This design comes from an exercise in tuning for small area, a short achievable clock period and few clock cycles on the open sky130 flow, not from production work. Where RTL was checked, it was by simulation tests only, not by an equivalence proof against the original. For run 1, only the layout was checked, not whether the RTL still works. No driver is modelled on the clock port, so clock power and skew are understated where the tree is cut down; a real chip needs a root buffer or a tree. Power is estimated from default activity; no workload was simulated.

## flow/flow/run.sh

```bash
#!/bin/bash
# Layout flow: the standard flow (standard.sh: ORFS synthesis through
# final layout, unchanged constraints), with these settings changed:
#  - repair_timing is asked for a larger setup margin, so it keeps improving
#    paths beyond the 12 ns clock (the SDC and the clock are unchanged);
#  - clock tree synthesis clusters up to 25 flip-flops per leaf buffer and
#    inserts no dummy loads, which makes a smaller tree;
#  - flow/cts_hook.tcl removes the tree's root buffer, so the clock port
#    drives the four first-level buffers directly.
# Each tool's output goes to the ORFS logs under orfs/logs/; the make output
# goes to standard.log in this folder.
set -e
bash standard.sh \
  SETUP_SLACK_MARGIN=8.7 \
  "CTS_ARGS=-sink_clustering_enable -repair_clock_nets -dont_use_dummy_load -buf_list sky130_fd_sc_hd__clkbuf_16 -sink_clustering_size 25 -sink_clustering_max_diameter 100" \
  PRE_CTS_TCL=$PWD/flow/cts_hook.tcl \
  finish > standard.log 2>&1
```

## flow/design.v

```verilog
package rv_pkg;
    typedef enum logic [3:0] {
        OP_AND = 4'h0,
        OP_OR  = 4'h1,
        OP_ADD = 4'h2,
        OP_SUB = 4'h6,
        OP_SLT = 4'h7,
        OP_NOR = 4'hC,
        OP_NOP = 4'hF
    } alu_operations_e;
endpackage
module rf_aoi3 (
    input  a0, b0, a1, b1, a2, b2,
    output y
);
    assign y = ~((a0 & b0) | (a1 & b1) | (a2 & b2));
endmodule
module rf_bit (
    input  [31:1] q,
    input  [31:1] sel,
    output        o
);
    logic [10:0] n;
    for (genvar g = 0; g < 10; g++) begin : g_aoi
        rf_aoi3 u_aoi (
            .a0 ( q[3*g+1] ), .b0 ( sel[3*g+1] ),
            .a1 ( q[3*g+2] ), .b1 ( sel[3*g+2] ),
            .a2 ( q[3*g+3] ), .b2 ( sel[3*g+3] ),
            .y  ( n[g]     )
        );
    end
    assign n[10] = ~(q[31] & sel[31]);
    assign o = ~&n;
endmodule
module regfile (
    input               clk_i,
    input        [ 4:0] rs_addr_a_i,
    output logic [31:0] rs_data_a_o,
    input        [ 4:0] rs_addr_b_i,
    output logic [31:0] rs_data_b_o,
    input        [ 4:0] rd_addr_i,
    input        [31:0] rd_data_i,
    input               rd_we_i
);
    logic [31:0] reg_array [31:1];
    for (genvar i = 1; i < 32; i++) begin : g_reg
        always_ff @(posedge clk_i) begin
            if (rd_we_i && (rd_addr_i == 5'(i))) begin
                reg_array[i] <= rd_data_i;
            end
        end
    end
    logic [31:1] sel_a, sel_b;
    always_comb begin
        for (int i = 1; i < 32; i++) begin
            sel_a[i] = (rs_addr_a_i == 5'(i));
            sel_b[i] = (rs_addr_b_i == 5'(i));
        end
    end
    for (genvar b = 0; b < 32; b++) begin : g_bit
        logic [31:1] col;
        for (genvar i = 1; i < 32; i++) begin : g_col
            assign col[i] = reg_array[i][b];
        end
        rf_bit u_rd_a (.q(col), .sel(sel_a), .o(rs_data_a_o[b]));
        rf_bit u_rd_b (.q(col), .sel(sel_b), .o(rs_data_b_o[b]));
    end
endmodule
module rv_top (
    input               clk_i,
    input               rst_ni,
    output logic [31:0] addr_o,
    input        [31:0] instr_i,
    input        [31:0] data_i,
    output logic        data_we_o,
    output logic [31:0] data_o,
    output logic [31:0] data_addr_o
);
    logic [11:1] pc_f;           
    logic        v_d;            
    logic [31:0] ir_d;           
    logic [11:1] tgt_d;          
    logic        v_e;
    logic        wr_e, ld_e, st_e, br_e;
    logic        add_e, sub_e, and_e, or_e, lui_e;
    logic        fa_e, fb_e, fs_e;   
    logic [ 4:0] rd_e;
    logic [31:0] a_e, b_e, s_e;
    logic [11:1] tgt_e;
    logic        wr_m, ld_m, st_m;
    logic [ 4:0] rd_m;
    logic [31:0] res_m, s_m;
    logic        stall_d;        
    logic        redir_e;        
    assign addr_o = {20'b0, pc_f, 1'b0};
    logic        jmp_f;
    logic [11:1] tgt_f;
    assign jmp_f = instr_i[6] & (instr_i[19:15] == instr_i[24:20]);
    assign tgt_f = pc_f + {instr_i[7], instr_i[30:25], instr_i[11:8]};
    logic        btb_v;
    logic [11:1] btb_pc, btb_tgt;
    logic [11:1] seq_f;
    logic        hit_f;
    assign seq_f = pc_f + 11'd2;
    assign hit_f = btb_v & (seq_f == btb_pc);
    always_ff @(posedge clk_i) begin
        if (!rst_ni) begin
            btb_v <= 1'b0;
        end else if (jmp_f) begin
            btb_v <= 1'b1;
        end
    end
    always_ff @(posedge clk_i) begin
        if (jmp_f) begin
            btb_pc  <= pc_f;
            btb_tgt <= tgt_f;
        end
    end
    always_ff @(posedge clk_i) begin
        if (!rst_ni) begin
            pc_f <= '0;
        end else if (redir_e) begin
            pc_f <= tgt_e;
        end else if (!stall_d) begin
            pc_f <= jmp_f ? tgt_f : hit_f ? btb_tgt : seq_f;
        end
    end
    always_ff @(posedge clk_i) begin
        if (!rst_ni) begin
            v_d <= 1'b0;
        end else if (redir_e) begin
            v_d <= 1'b0;
        end else if (!stall_d) begin
            v_d <= 1'b1;
        end
    end
    always_ff @(posedge clk_i) begin
        if (!stall_d) begin
            ir_d  <= instr_i;
            tgt_d <= tgt_f;
        end
    end
    logic [4:0] ra1_d, ra2_d;
    always_ff @(posedge clk_i) begin
        ra1_d <= stall_d ? ir_d[19:15] : instr_i[19:15];
        ra2_d <= stall_d ? ir_d[24:20] : instr_i[24:20];
    end
    logic [6:0] op_d;
    logic [4:0] rs1_d, rs2_d, rd_d;
    logic [2:0] f3_d;
    assign op_d  = ir_d[6:0];
    assign rd_d  = ir_d[11:7];
    assign f3_d  = ir_d[14:12];
    assign rs1_d = ir_d[19:15];
    assign rs2_d = ir_d[24:20];
    logic is_br_d, is_lui_d, is_alu_d, is_r_d, is_ld_d, is_st_d;
    assign is_br_d  = op_d[6];
    assign is_lui_d = op_d[2];
    assign is_alu_d = op_d[4];                        
    assign is_r_d   = op_d[5] & op_d[4] & ~op_d[2];
    assign is_ld_d  = ~op_d[6] & ~op_d[5] & ~op_d[4];
    assign is_st_d  = ~op_d[6] &  op_d[5] & ~op_d[4];
    logic wr_d, use1_d, use2_d;
    assign wr_d   = (is_alu_d | is_ld_d) & (rd_d != 5'd0);
    assign use1_d = ~is_lui_d;
    assign use2_d = op_d[5] & ~op_d[2];                
    logic        wb_en;
    logic [31:0] wb_data;
    logic [31:0] rf_a, rf_b;
    assign wb_en   = wr_m;
    assign wb_data = ld_m ? data_i : res_m;
    regfile u_regfile (
        .clk_i       ( clk_i   ),
        .rs_addr_a_i ( ra1_d   ),
        .rs_data_a_o ( rf_a    ),
        .rs_addr_b_i ( ra2_d   ),
        .rs_data_b_o ( rf_b    ),
        .rd_addr_i   ( rd_m    ),
        .rd_data_i   ( wb_data ),
        .rd_we_i     ( wb_en   )
    );
    logic [31:0] a_d, b_d;
    assign a_d = (wb_en && rd_m == rs1_d) ? wb_data : rf_a;
    assign b_d = (wb_en && rd_m == rs2_d) ? wb_data : rf_b;
    logic [31:0] imm_d;
    always_comb begin
        if (is_lui_d)      imm_d = {ir_d[31:12], 12'b0};
        else if (is_st_d)  imm_d = {{20{ir_d[31]}}, ir_d[31:25], ir_d[11:7]};
        else               imm_d = {{20{ir_d[31]}}, ir_d[31:20]};
    end
    logic hit1_e, hit2_e;
    assign hit1_e  = v_e & wr_e & (rd_e == rs1_d);
    assign hit2_e  = v_e & wr_e & (rd_e == rs2_d);
    assign stall_d = v_d & ld_e & ((use1_d & hit1_e) | (use2_d & hit2_e));
    logic b30_d, zero3_d;
    assign b30_d   = ir_d[30];
    assign zero3_d = (f3_d == 3'b000);
    always_ff @(posedge clk_i) begin
        if (!rst_ni) begin
            v_e <= 1'b0;
        end else begin
            v_e <= v_d & ~stall_d & ~redir_e;
        end
    end
    always_ff @(posedge clk_i) begin
        wr_e  <= wr_d;
        ld_e  <= is_ld_d;
        st_e  <= is_st_d;
        br_e  <= is_br_d & (rs1_d != rs2_d);
        lui_e <= is_lui_d;
        add_e <= is_ld_d | is_st_d | (is_alu_d & ~is_lui_d & zero3_d);
        sub_e <= is_r_d & zero3_d & b30_d;
        and_e <= is_alu_d & ~is_lui_d & (f3_d == 3'b111) & ~b30_d;
        or_e  <= is_alu_d & ~is_lui_d & (f3_d == 3'b110) & ~b30_d;
        fa_e  <= hit1_e;
        fb_e  <= hit2_e & (is_r_d | is_br_d);
        fs_e  <= hit2_e;
        rd_e  <= rd_d;
        a_e   <= a_d;
        b_e   <= (is_r_d | is_br_d) ? b_d : imm_d;
        s_e   <= b_d;
        tgt_e <= tgt_d;
    end
    logic [31:0] a_x, b_x, s_x, sum_e, res_e;
    assign a_x = fa_e ? res_m : a_e;
    assign b_x = fb_e ? res_m : b_e;
    assign s_x = fs_e ? res_m : s_e;
    assign sum_e = a_x + (b_x ^ {32{sub_e}}) + {31'b0, sub_e};
    always_comb begin
        res_e = 32'b0;
        if (add_e)      res_e = sum_e;
        else if (and_e) res_e = a_x & b_x;
        else if (or_e)  res_e = a_x | b_x;
        else if (lui_e) res_e = b_e;
    end
    assign redir_e = v_e & br_e & (a_x == b_x);
    always_ff @(posedge clk_i) begin
        if (!rst_ni) begin
            wr_m <= 1'b0;
            st_m <= 1'b0;
        end else begin
            wr_m <= v_e & wr_e;
            st_m <= v_e & st_e;
        end
    end
    always_ff @(posedge clk_i) begin
        ld_m  <= ld_e;
        rd_m  <= rd_e;
        res_m <= res_e;
        s_m   <= s_x;
    end
    assign data_we_o   = st_m;
    assign data_addr_o = res_m;
    assign data_o      = s_m;
endmodule
```

## flow/standard.sh

```bash
#!/bin/bash
# synth_recipe.tcl (not shown) runs the flow's synth.tcl, then flattens the netlist and writes it again
# the make line also repeats each setting of config.mk as NAME=value (left out here)
make -C /OpenROAD-flow-scripts/flow DESIGN_CONFIG=/design/flow/config.mk WORK_HOME=/design/flow/orfs CLKGATE_MAP_FILE= SYNTH_SCRIPT=/design/flow/synth_recipe.tcl "${@:-finish}"
```

## flow/constraint.sdc

```tcl
create_clock -name core_clock -period 12.0 [get_ports {clk_i}]
set_input_delay 2.4000 -clock core_clock [delete_from_list [all_inputs] [get_ports {clk_i}]]
set_output_delay 2.4000 -clock core_clock [all_outputs]
set_load 0.01 [all_outputs]
```

## flow/config.mk

```make
export PLATFORM = sky130hd
export DESIGN_NAME = rv_top
export DESIGN_NICKNAME = rv_top
export VERILOG_FILES = /design/flow/design.v
export SDC_FILE = /design/flow/constraint.sdc
export NUM_CORES = 8
export LEC_CHECK = 0
export CAP_MARGIN = 20
export CORE_MARGIN = 2
export CORE_UTILIZATION = 40
export SETUP_SLACK_MARGIN = 0.5
export SLEW_MARGIN = 20
export SYNTH_HIERARCHICAL = 1
export SYNTH_MINIMUM_KEEP_SIZE = 0
```

## flow/flow/cts_hook.tcl

```tcl
rename clock_tree_synthesis orig_clock_tree_synthesis
proc clock_tree_synthesis { args } {
  orig_clock_tree_synthesis {*}$args
  set block [ord::get_db_block]
  set port [$block findBTerm clk_i]
  if { $port == "NULL" } { puts "cts_hook: no clk_i port"; return }
  set pnet [$port getNet]
  set pins [$pnet getITerms]
  if { [llength $pins] != 1 } {
    puts "cts_hook: clk_i drives [llength $pins] pins, tree left as built"
    return
  }
  set root [[lindex $pins 0] getInst]
  set onet ""
  foreach it [$root getITerms] {
    if { [$it isOutputSignal] } { set onet [$it getNet] }
  }
  if { $onet == "" || $onet == "NULL" } { puts "cts_hook: root has no output net"; return }
  set loads {}
  foreach it [$onet getITerms] {
    if { [$it getInst] != $root } { lappend loads $it }
  }
  if { [llength $loads] > 4 || [llength $loads] == 0 || [llength [$onet getBTerms]] > 0 } {
    puts "cts_hook: root [$root getName] drives [llength $loads] pins, tree left as built"
    return
  }
  foreach it $loads {
    puts "cts_hook: [[$it getInst] getName] now driven by clk_i"
    $it disconnect
    $it connect $pnet
  }
  puts "cts_hook: removed root buffer [$root getName] ([[$root getMaster] getName])"
  odb::dbInst_destroy $root
  odb::dbNet_destroy $onet
}
```

==> results of run 1 <==
-- Yosys stat by module, one instance, submodules excluded --
module / cells / cell area, um2
regfile: 1130 / 30400
rv_top: 1666 / 15700
rf_aoi3: 1 / 10.0
rf_bit: 4 / 27.5
-- placed cells by master, fill, tap and decap left out, types with 80 or more instances in the layout --
cell,n
xnor2_1,80
edfxtp_1,1054
nand2_1,163
ha_1,86
a21oi_1,136
nand4_1,141
a222oi_1,640
dfxtp_1,145
nor2_1,155
mux2_2,85
buf_4,262
buf_6,131
-- path summary, 6_finish.rpt --
check,start,endpoint,slack [ns],cells after the start
worst min-delay path,tgt_d[2]$_DFFE_PN_,tgt_e[2]$_DFF_P_,0.33,0
worst min register to register,tgt_d[2]$_DFFE_PN_,tgt_e[2]$_DFF_P_,0.33,0
worst max-delay path,instr_i[8],pc_f[11]$_SDFFE_PN0P_,8.05,12
worst max register to register,fa_e$_DFF_P_,res_m[28]$_DFF_P_,8.54,14
-- cell families (layout without fill, tap and decap cells) --
logic type | Yosys count | in the layout
compound gates | 1031 | 1031
xor+xnor | 126 | 126
fa+ha+maj | 108 | 108
buf+inv | 236 | 738
flops | 1274 | 1274
mux | 203 | 203
other cells | 1 | 22
simple gates | 713 | 714
-- repair_timing --
item,4_1_cts,5_1_grt
pin swaps,44,77
endpoints found under the setup margin,1208,400
setup buffers,195,67
resized for setup,849,198
cloned,42,9
-- metrics by stage --
stage               std cells  instance area (um2)
global placement         5626                59000
finish                   5997                65600
global route             5996                65600
floorplan                3712                54600
detailed placement       5626                59000
CTS                      5920                64000
-- per-layer routing --
layer / global-route usage / up-vias / share of wire
met5: 0.00909 / - / 0.00092
met4: 0.136 / 6 / 0.054
met3: 0.127 / 630 / 0.17
met2: 0.428 / 3467 / 0.42
met1: 0.392 / 21080 / 0.36
li1: - / 16953 / -
-- where the power goes --
| part | leakage, nW | internal (W) | switching [W] |
|---|---|---|---|
| Sequential | 11.5 | 0.00512 | 0.000106 |
| Clock | 0.702 | 0.000847 | 0.00132 |
| Combinational | 10.0 | 0.000834 | 0.00131 |
-- layout make-up --
cell class / instances / area, um2
Fill cell: 11553 / 69600
Sequential cell: 1274 / 36300
Multi-Input combinational cell: 2203 / 19500
Timing Repair Buffer: 520 / 5230
Tap cell: 1781 / 2230
Clock buffer: 57 / 1430
Inverter: 118 / 576
Timing Repair inverter: 43 / 358
Antenna cell: 1 / 2.50
-- registers in the layout, indices dropped and copies added, names as in the netlist, 5 cells and up --
signal and flops:
a_e 32, b_e 32, btb_pc 11, btb_tgt 11, ir_d 29, pc_f 11
ra1_d 5, ra2_d 5, rd_e 5, rd_m 5, res_m 32, s_e 32
s_m 32, tgt_d 11, tgt_e 11, u_regfile.reg_array 992
==> impl_metrics.tcl, run 1 <==
set metrics [dict create \
    cp_slowest_cell "fa_2" \
    post-route-util 0.485 \
    max_freq_mhz 253 \
    yosys-top-cells-count "edfxtp_1, a222oi_1, nor2_1" \
    hold_viol_final 0 \
    die_h_um 373 \
    grt_pass1_vias 39849 \
    firstDrtPassIters 15 \
    ys_ff_latch 1274 \
    critical_path.max_fanout 2 \
    synthMuxAreaShare 0.0395 \
    clkTransAtPathRegs_ns 0.10 \
    total_power_w 0.00954 \
    grt_pass1_wl_mm 294 \
    synth_top_area_cell "edfxtp_1" \
    syn_avg_cell_area_um2 14.7 \
    path_delay_family "compound AO/OA/AOI/OAI gates" \
    dp_hpwl_mm 116 \
    postSynthCellCount 3692 \
    finalSetupViolCount 0 \
    synthFlopType "edfxtp_1" \
    ios 163 \
    cp_cell_sequence "buf_8, ha_4, fa_2, a21o_1, a21oi_2, o21bai_1, a21oi_2, o21ai_2, a31oi_1, xnor2_1, a22oi_1, a31oi_1" \
    wirelength_mm 218 \
    synth.most_common_cell "edfxtp_1" \
    syn2layout_area_growth_pct 20.7 \
    drt_iter0_markers 9710 \
    port_buffers 138 \
    start_kind "input port" \
    synth_compound_area_frac 0.168 \
    core_mm2 0.135 \
    std_cell_rows 135 \
    num-nets-final 4388 \
    ys_seq_area_frac 0.664 \
    drive_gt1_frac 0.258 \
    tightest_slew_ns 1.03 \
    skew_ns 0.0834 \
    grt_setup_unrepaired "yes" \
    power_leakage_nw 22.2 \
    die_w_um 373 \
    grt_use_total 0.299 \
    synth_edf_count 1054 \
    ctsHoldBuffers 0 \
    gp_congestion 0.921 \
    route.detailed.drc 0 \
    crit_type "in -> reg" \
    clock_latency_ns 0.52 \
    ys_types 84 \
    synth-simple-area-share 0.0636 \
    fin_ws_ns 8.05 \
    synth_xor_area_frac 0.0215 \
    p_per_area_mw_per_mm2 145 \
    critPathRequiredTime_ns 12.33 \
    avgRoutedWirePerCell_um 36.4 \
    drv_slew 0 \
    antenna_found_initial 5 \
    synth.area.top_cells "edfxtp_1, a222oi_1, dfxtp_1" \
    via_per_inst 7.03 \
    arrival_ns 4.29 \
    async_flop_share 0 \
    path_buf_inv 1 \
    maxCapViolCount 0 \
    whs_ns 0.330 \
    yosys_warnings 9 \
    synth_top_family_by_area "compound AO/OA/AOI/OAI gates" \
    period_share 0.330 \
    tns_ns 0 \
    status "finished clean" \
    crit_path_end_kind "register" \
    synth_area_mm2 0.0543 \
    critPathMaxStageDelay_ns 0.35 \
    max_slew_margin 0.314 \
    ir_drop_mv 0.118 \
    dr_total_vias 42136 \
    place_ws_ns 6.84 \
    grt_max_degree 74 \
    die-area_mm2 0.139 \
    start_util 0.402 \
    synth_fa_ha_area_frac 0.0250 \
    min_path_type "reg -> reg" \
    ant_nets 0 \
    synth_top_area_frac 0.583 \
    period_needed_ns 3.95 \
    overflow 0 \
    cts.sinks 1274 \
]
==> run 2: changes to the inputs <==
--- a/flow/design.v
+++ b/flow/design.v
@@ -81,3 +81,3 @@
     logic [31:0] ir_d;           
-    logic [11:1] tgt_d;          
+    logic [11:1] pc_d;           
     logic        v_e;
@@ -95,6 +95,2 @@
     assign addr_o = {20'b0, pc_f, 1'b0};
-    logic        jmp_f;
-    logic [11:1] tgt_f;
-    assign jmp_f = instr_i[6] & (instr_i[19:15] == instr_i[24:20]);
-    assign tgt_f = pc_f + {instr_i[7], instr_i[30:25], instr_i[11:8]};
     logic        btb_v;
@@ -103,2 +99,4 @@
     logic        hit_f;
+    logic        jmp_d;          
+    logic [11:1] tgt_d;
     assign seq_f = pc_f + 11'd2;
@@ -108,3 +106,3 @@
             btb_v <= 1'b0;
-        end else if (jmp_f) begin
+        end else if (jmp_d) begin
             btb_v <= 1'b1;
@@ -113,15 +111,14 @@
     always_ff @(posedge clk_i) begin
-        if (jmp_f) begin
-            btb_pc  <= pc_f;
-            btb_tgt <= tgt_f;
-        end
-    end
-    always_ff @(posedge clk_i) begin
-        if (!rst_ni) begin
-            pc_f <= '0;
-        end else if (redir_e) begin
-            pc_f <= tgt_e;
-        end else if (!stall_d) begin
-            pc_f <= jmp_f ? tgt_f : hit_f ? btb_tgt : seq_f;
-        end
+        if (jmp_d) begin
+            btb_pc  <= pc_d;
+            btb_tgt <= tgt_d;
+        end
+    end
+    always_ff @(posedge clk_i) begin
+        if (!rst_ni)       pc_f <= '0;
+        else if (redir_e)  pc_f <= tgt_e;
+        else if (stall_d)  pc_f <= pc_d;
+        else if (jmp_d)    pc_f <= tgt_d;
+        else if (hit_f)    pc_f <= btb_tgt;
+        else               pc_f <= seq_f;
     end
@@ -130,18 +127,9 @@
             v_d <= 1'b0;
-        end else if (redir_e) begin
-            v_d <= 1'b0;
-        end else if (!stall_d) begin
-            v_d <= 1'b1;
-        end
-    end
-    always_ff @(posedge clk_i) begin
-        if (!stall_d) begin
-            ir_d  <= instr_i;
-            tgt_d <= tgt_f;
-        end
-    end
-    logic [4:0] ra1_d, ra2_d;
-    always_ff @(posedge clk_i) begin
-        ra1_d <= stall_d ? ir_d[19:15] : instr_i[19:15];
-        ra2_d <= stall_d ? ir_d[24:20] : instr_i[24:20];
+        end else begin
+            v_d <= ~redir_e & ~stall_d & ~jmp_d;
+        end
+    end
+    always_ff @(posedge clk_i) begin
+        ir_d <= instr_i;
+        pc_d <= pc_f;
     end
@@ -173,5 +161,5 @@
         .clk_i       ( clk_i   ),
-        .rs_addr_a_i ( ra1_d   ),
+        .rs_addr_a_i ( rs1_d   ),
         .rs_data_a_o ( rf_a    ),
-        .rs_addr_b_i ( ra2_d   ),
+        .rs_addr_b_i ( rs2_d   ),
         .rs_data_b_o ( rf_b    ),
@@ -190,2 +178,6 @@
     end
+    logic is_jmp_d;
+    assign is_jmp_d = is_br_d & (rs1_d == rs2_d);
+    assign jmp_d    = v_d & is_jmp_d;
+    assign tgt_d    = pc_d + {ir_d[7], ir_d[30:25], ir_d[11:8]};
     logic hit1_e, hit2_e;
@@ -193,3 +185,3 @@
     assign hit2_e  = v_e & wr_e & (rd_e == rs2_d);
-    assign stall_d = v_d & ld_e & ((use1_d & hit1_e) | (use2_d & hit2_e));
+    assign stall_d = v_d & ~is_jmp_d & ld_e & ((use1_d & hit1_e) | (use2_d & hit2_e));
     logic b30_d, zero3_d;
@@ -208,3 +200,3 @@
         st_e  <= is_st_d;
-        br_e  <= is_br_d & (rs1_d != rs2_d);
+        br_e  <= is_br_d & ~is_jmp_d;
         lui_e <= is_lui_d;
==> run 2 against run 1 <==
Still clean on timing, DRC and antenna. Non-clock buffer count decreased by 5. Global-route usage decreased by 0.66 points. Clock skew increased by 0.0032 ns. Cell area decreased by 1.4%. Critical path type is now reg -> reg.
==> impl_metrics.tcl, run 2 <==
set metrics [dict create \
    core_mm2 0.133 \
    synth_edf_count 1014 \
    drv_slew 0 \
    port_buffers 138 \
    p_per_area_mw_per_mm2 146 \
    period_needed_ns 3.58 \
    ff2ff_path_depth 14 \
    crit_path_end_kind "register" \
    num-nets-final 4344 \
    gp_congestion 0.902 \
    largest_reg_flops 992 \
    critical_path.max_fanout 8 \
    synth.most_common_cell "edfxtp_1" \
    cp-startpoint "fb_e$_DFF_P_" \
    start_kind "register" \
    ctsHoldBuffers 0 \
    overflow 0 \
    start_util 0.403 \
    max_freq_mhz 279 \
    ant_nets 0 \
    syn_avg_cell_area_um2 14.7 \
    tns_ns 0 \
    ys_ff_latch 1264 \
    holdPathEnd "ld_m$_DFF_P_" \
    ys_types 88 \
    crit_type "reg -> reg" \
    cp_cell_sequence "buf_12, buf_16, mux2i_4, xnor2_2, ha_2, and2_4, a22o_1, or2_4, a311oi_2, o2bb2ai_2, a221oi_2, o31ai_4, or4_4, a41o_1" \
    clock_latency_ns 0.53 \
    grt_pass1_wl_mm 287 \
    std_cell_rows 134 \
    tightest_slew_ns 1.07 \
    skew_ns 0.0866 \
    top_register "u_regfile.reg_array" \
    min_path_type "reg -> reg" \
    postSynthCellCount 3655 \
    period_share 0.299 \
    power_leakage_nw 21.9 \
    cp_slowest_cell "dfxtp_4" \
    reg2reg_slack_ns 8.42 \
    fin_ws_ns 8.42 \
    die_h_um 370 \
    via_per_inst 6.88 \
    drive_gt1_frac 0.243 \
    critPathMaxStageDelay_ns 0.45 \
    async_flop_share 0 \
    synthFlopType "edfxtp_1" \
    crit_cells 14 \
    die-area_mm2 0.137 \
    dp_hpwl_mm 119 \
    synth_area_mm2 0.0537 \
    grt_pass1_vias 38356 \
    path_delay_family "compound AO/OA/AOI/OAI gates" \
    ys_seq_area_frac 0.661 \
    firstDrtPassIters 15 \
    yosys-top-cells-count "edfxtp_1, a222oi_1, nor2_1" \
    synth.area.top_cells "edfxtp_1, a222oi_1, dfxtp_1" \
    grt_max_degree 65 \
    wirelength_mm 210 \
    arrival_ns 3.96 \
    path_buf_inv 2 \
    post_dp_cell_area_mm2 0.0585 \
    finalSetupViolCount 0 \
    ios 163 \
    avgRoutedWirePerCell_um 35.4 \
    final_cell_mix "edfxtp_1, a222oi_1, buf_4, dfxtp_1, nor2_1" \
    syn2layout_area_growth_pct 20.5 \
    max_slew_margin 0.282 \
    final_area_mm2 0.0647 \
    grt_setup_unrepaired "yes" \
    dr_total_vias 40853 \
    reg2reg_from "fb_e$_DFF_P_" \
    r2r-end "res_m[31]$_DFF_P_" \
    final_common_cell "edfxtp_1" \
    maxCapViolCount 0 \
    synth_top_area_cell "edfxtp_1" \
    drt_iter0_markers 9996 \
    critPathRequiredTime_ns 12.38 \
    route.detailed.drc 0 \
    synth_top_area_frac 0.567 \
    ir_drop_mv 0.131 \
    place_ws_ns 7.44 \
    hp-start "ld_e$_DFF_P_" \
    post-route-util 0.485 \
    whs_path_depth 0 \
    status "finished clean" \
    die_w_um 370 \
    cts.sinks 1264 \
    yosys_warnings 9 \
    antenna_found_initial 7 \
    hold_viol_final 0 \
    grt_use_total 0.293 \
    clkTransAtPathRegs_ns 0.10 \
]
-- run 2: cell types whose count changed after synthesis, sizes merged, moves of 7 or more --
cell,previous run,this run
a2111oi,2,9
a21oi,176,166
a31o,12,1
and3,15,8
dfxtp,220,250
edfxtp,1054,1014
mux2i,117,127
nand2,168,144
nor2,252,268
nor3,13,22
o211ai,10,1
-- run 2: final cells by class --
class / count / area, um2
tap: 1768 / 2210
antenna: 2 / 5.00
timing repair inverter: 36 / 263
clock buffer: 57 / 1430
timing repair buffer: 515 / 5240
inverter: 115 / 554
fill: 11459 / 68600
sequential: 1264 / 35700
multi-input combinational: 2184 / 19300
-- run 2: per-module statistics from Yosys (local to each module, per instance) --
module   flops+latches  cell area (um2)  cells
regfile            992            30400   1130
rf_aoi3              0             10.0      1
rf_bit               0             27.5      4
rv_top             272            15100   1629
-- run 2: power by group --
part / internal (W) / switching (W) / total [W]
logic: 0.000813 / 0.00129 / 0.00210
clock network: 0.000846 / 0.00132 / 0.00217
registers: 0.00506 / 0.0000988 / 0.00516
total: 0.00672 / 0.00271 / 0.00943
-- run 2: timing repair --
item	CTS	global route
pin swaps	38	38
cloned	41	4
setup endpoints to repair	1185	443
setup buffers	196	57
gates resized for setup	746	154
-- run 2: worst max path at each step --
stage | end | slack [ns]
2_1_floorplan | res_m[31]$_DFF_P_ | 8.43
3_5_place_dp | u_regfile.reg_array[24][25]$_DFFE_PP_ | 7.44
3_3_place_gp | u_regfile.reg_array[14][25]$_DFFE_PP_ | 7.46
5_1_grt | res_m[31]$_DFF_P_ | 8.29
4_1_cts | res_m[26]$_DFF_P_ | 8.40
6_report | res_m[31]$_DFF_P_ | 8.42
-- run 2: through the flow --
| step | instances | total power, W | hold WS, ns |
|---|---|---|---|
| 6_report | 5941 | 0.00943 | 0.363 |
| 2_1_floorplan | 3675 | 0.00602 | 0.329 |
| 4_1_cts | 5878 | 0.00925 | 0.362 |
| 3_3_place_gp | 5581 | 0.00664 | 0.345 |
| 5_1_grt | 5939 | 0.00967 | 0.374 |
| 3_5_place_dp | 5584 | 0.00666 | 0.343 |
-- run 2: layer usage --
metal | GRT usage | share of wire
met1 | 0.398 | 0.37
met2 | 0.430 | 0.43
met3 | 0.111 | 0.17
met4 | 0.0965 | 0.034
met5 | 0 | 0.00022
-- run 2: worst reg2reg max path, stage by stage, from the launching register on --
cell and delay [ns]:
dfxtp_4 0.45, buf_12 0.14, buf_16 0.15, mux2i_4 0.29, xnor2_2 0.13, ha_2 0.31
and2_4 0.15, a22o_1 0.19, or2_4 0.24, a311oi_2 0.21, o2bb2ai_2 0.12, a221oi_2 0.30
o31ai_4 0.14, or4_4 0.43, a41o_1 0.22
-- run 2: logic make-up after synthesis --
kind of cell	share of synthesized area
multiplexers	0.0423
adder cells (fa/ha/maj)	0.0253
AND/OR/NAND/NOR	0.0651
XOR/XNOR	0.0217
buffers and inverters	0.0184
other	0.0000699
AO/OA/AOI/OAI	0.166
flip-flops	0.661
Testbench counts of run 2, summed over its fixed seeds: cycles 64,215.
==> run 3: changes to the inputs <==
--- a/flow/config.mk
+++ b/flow/config.mk
@@ -12,3 +12 @@
 export SLEW_MARGIN = 20
-export SYNTH_HIERARCHICAL = 1
-export SYNTH_MINIMUM_KEEP_SIZE = 0
==> run 3 against run 2 <==
Largest cell class unchanged. Core utilization fell by 1.1 points. Sequential cell count did not move. Still clean on timing, DRC and antenna. Critical path type unchanged. Hold slack got worse by 0.0088 ns. Maximum frequency rose by 4.4%. Power fell by 3.1%.
==> impl_metrics.tcl, run 3 <==
set metrics [dict create \
    synth_edf_count 1014 \
    grt_use_total 0.355 \
    gp_congestion 0.929 \
    ant_nets 0 \
    largest_reg_flops 992 \
    wirelength_mm 263 \
    cp_cell_sequence "or3b_2, nor2_4, buf_4, buf_4, a22o_1, a221oi_1, nand4_1, nor3_1, a21oi_2" \
    min_path_type "reg -> reg" \
    synth.area.top_cells "edfxtp_1, dfxtp_1, a221oi_1" \
    dp_hpwl_mm 136 \
    grt_setup_unrepaired "yes" \
    p_int_w 0.00654 \
    tightest_slew_ns 1.21 \
    grt_pass1_vias 42962 \
    period_needed_ns 3.43 \
    grt_max_degree 65 \
    synth_top_area_cell "edfxtp_1" \
    antenna_found_initial 11 \
    synth.most_common_cell "edfxtp_1" \
    drt_iter0_markers 10395 \
    maxCapViolCount 0 \
    p_per_area_mw_per_mm2 140 \
    path_delay_family "buffers and inverters" \
    power.share.sequential 0.563 \
    start_util 0.404 \
    die_h_um 377 \
    top_register "u_regfile.reg_array" \
    cp_common_cell "buf_4" \
    synth_area_mm2 0.0556 \
    critPathMaxStageDelay_ns 0.62 \
    whs_ns 0.354 \
    critPathRequiredTime_ns 12.34 \
    postSynthCellCount 4128 \
    start_kind "register" \
    ys_ff_latch 1264 \
    max_freq_mhz 291 \
    drv_slew 0 \
    tns_ns 0 \
    p_sw_frac 0.284 \
    via_per_inst 7.45 \
    firstDrtPassIters 14 \
    ir_drop_mv 0.115 \
    die-area_mm2 0.142 \
    final_common_cell "edfxtp_1" \
    avgRoutedWirePerCell_um 42.3 \
    hold_viol_final 0 \
    die_w_um 377 \
    path_buf_inv 2 \
    period_share 0.286 \
    crit_type "reg -> reg" \
    cts.sinks 1264 \
    status "finished clean" \
    std_cell_rows 136 \
    clock_latency_ns 0.53 \
    num-nets-final 4578 \
    yosys-top-cells-count "edfxtp_1, a221oi_1, a22o_1" \
    finalSetupViolCount 0 \
    crit_path_end_kind "register" \
    ys_seq_area_frac 0.638 \
    final_cell_mix "edfxtp_1, a221oi_1, a22o_1, buf_4, dfxtp_1" \
    syn2layout_area_growth_pct 17.3 \
    ios 163 \
    syn_avg_cell_area_um2 13.5 \
    drive_gt1_frac 0.219 \
    power_frac_comb 0.199 \
    clkTransAtPathRegs_ns 0.11 \
    yosys_warnings 3 \
    core_mm2 0.138 \
    max_slew_margin 0.191 \
    p_sw_w 0.00260 \
    cp_slowest_cell "or3b_2" \
    async_flop_share 0 \
    dr_total_vias 46210 \
    route.detailed.drc 0 \
    critical_path.max_fanout 18 \
    arrival_ns 3.77 \
    p_clk_frac 0.238 \
    synth_top_area_frac 0.548 \
    power_leakage_nw 21.5 \
    ys_types 86 \
    skew_ns 0.0747 \
    synthFlopType "edfxtp_1" \
    port_buffers 138 \
    grt_pass1_wl_mm 351 \
    overflow 0 \
    reg2reg_slack_ns 8.57 \
]
[run 3: cell types whose count changed in the layout (fill, tap and decap cells not counted), sizes merged, moves of 57 or more]
cell	before	now
a222oi	640	64
a22o	1	449
a221oi	5	451
nor2	271	157
a2111o	64	0
o21ai	39	100
nor3	22	79
[run 3: timing repair]
item	4_1_cts	5_1_grt
buffers inserted	142	43
gates resized for setup	712	176
hold buffers	0	0
pin swaps	31	43
setup endpoints to repair	1203	593
cloned	37	21
[run 3: power groups by stage]
| stage | clock network [W] | logic, W | registers (W) |
|---|---|---|---|
| final | 0.00217 | 0.00182 | 0.00514 |
| after global routing | 0.00230 | 0.00189 | 0.00515 |
| after CTS | 0.00216 | 0.00160 | 0.00513 |
| after detailed placement | 0 | 0.00127 | 0.00526 |
| after global placement | 0 | 0.00126 | 0.00526 |
| after floorplan | 0 | 0.000720 | 0.00521 |
[run 3: routing by layer]
layer / wire (um) / part of all wire / vias to the layer above / global-route usage
li1: - / - / 17335 / -
met1: 85000 / 0.32 / 22150 / 0.432
met2: 107000 / 0.41 / 5223 / 0.515
met3: 46500 / 0.18 / 1492 / 0.155
met4: 23700 / 0.090 / 10 / 0.225
met5: 157 / 0.00060 / - / 0.00240
[run 3: final cells by class]
cell class / count / area [um2]
Sequential cell: 1264 / 35700
Timing Repair Buffer: 462 / 4430
Inverter: 124 / 589
Clock buffer: 56 / 1400
Timing Repair inverter: 53 / 393
Fill cell: 11948 / 72400
Multi-Input combinational cell: 2446 / 20500
Tap cell: 1794 / 2240
Antenna cell: 7 / 17.5
[run 3: worst paths after layout]
kind,start,to,cells past startpoint
setup / recovery,ir_d[16]$_DFF_P_,a_e[7]$_DFF_P_,9
hold / removal,ld_e$_DFF_P_,ld_m$_DFF_P_,0
setup reg to reg,ir_d[16]$_DFF_P_,a_e[7]$_DFF_P_,9
hold reg to reg,ld_e$_DFF_P_,ld_m$_DFF_P_,0
[run 3: logic make-up after synthesis]
| group | share of synthesized area |
|---|---|
| muxes | 0.0277 |
| and+or+nand+nor | 0.0638 |
| buffers and inverters | 0.0317 |
| DFF | 0.638 |
| other | 0.0000674 |
| xor gates and xnor gates | 0.0197 |
| adders and majority gates | 0.0243 |
| AOI/OAI and AO/OA | 0.195 |
[run 3: metrics by stage]
stage          worst slack (ns)  power (W)  instances   util  cell area [um2]
2_1_floorplan              8.66    0.00593       4148      -            55800
3_3_place_gp               7.35    0.00652       5900  0.434            59800
5_1_grt                    8.56    0.00934       6199  0.474            65200
4_1_cts                    8.55    0.00889       6135  0.464            63900
3_5_place_dp               7.36    0.00653       5900  0.434            59800
6_report                   8.57    0.00913       6206  0.474            65200

-- static timing again, ports no longer ideal --
The results above use ideal ports. As a check the final layouts listed here were re-extracted and re-timed, cells and wires unchanged. Step 1 sets driving cells, clkbuf_16 on the clock port and buf_2 on the other inputs (assumed; they add their load-dependent delay and slew). Step 2 moves the port delays by t, midway between the first and last clock arrival at a register: inputs arrive t later, outputs are due t later. That takes back most of the time a late clock gives input paths. Three values: ideal, step 1, step 2; two values: the first two.
run | t, ns | setup WS [ns] | worst setup path after step 2 | clock arrival spread, ns | worst data-port slew with drivers (ns)
run 1 | 0.641 | 8.045 / 7.962 / 7.527 | input to register | 0.083 / 0.084 | 0.08
run 2 | 0.648 | 8.417 / 8.417 / 8.106 | input to register | 0.092 / 0.091 | 0.15
run 3 | 0.662 | 8.569 / 8.424 / 8.115 | input to register | 0.075 / 0.075 | 0.07
After both steps setup and hold are still met in every run listed. The setup slack of run 1, which loses most, moves by -0.083 ns with the drivers and by -0.518 ns with both steps.
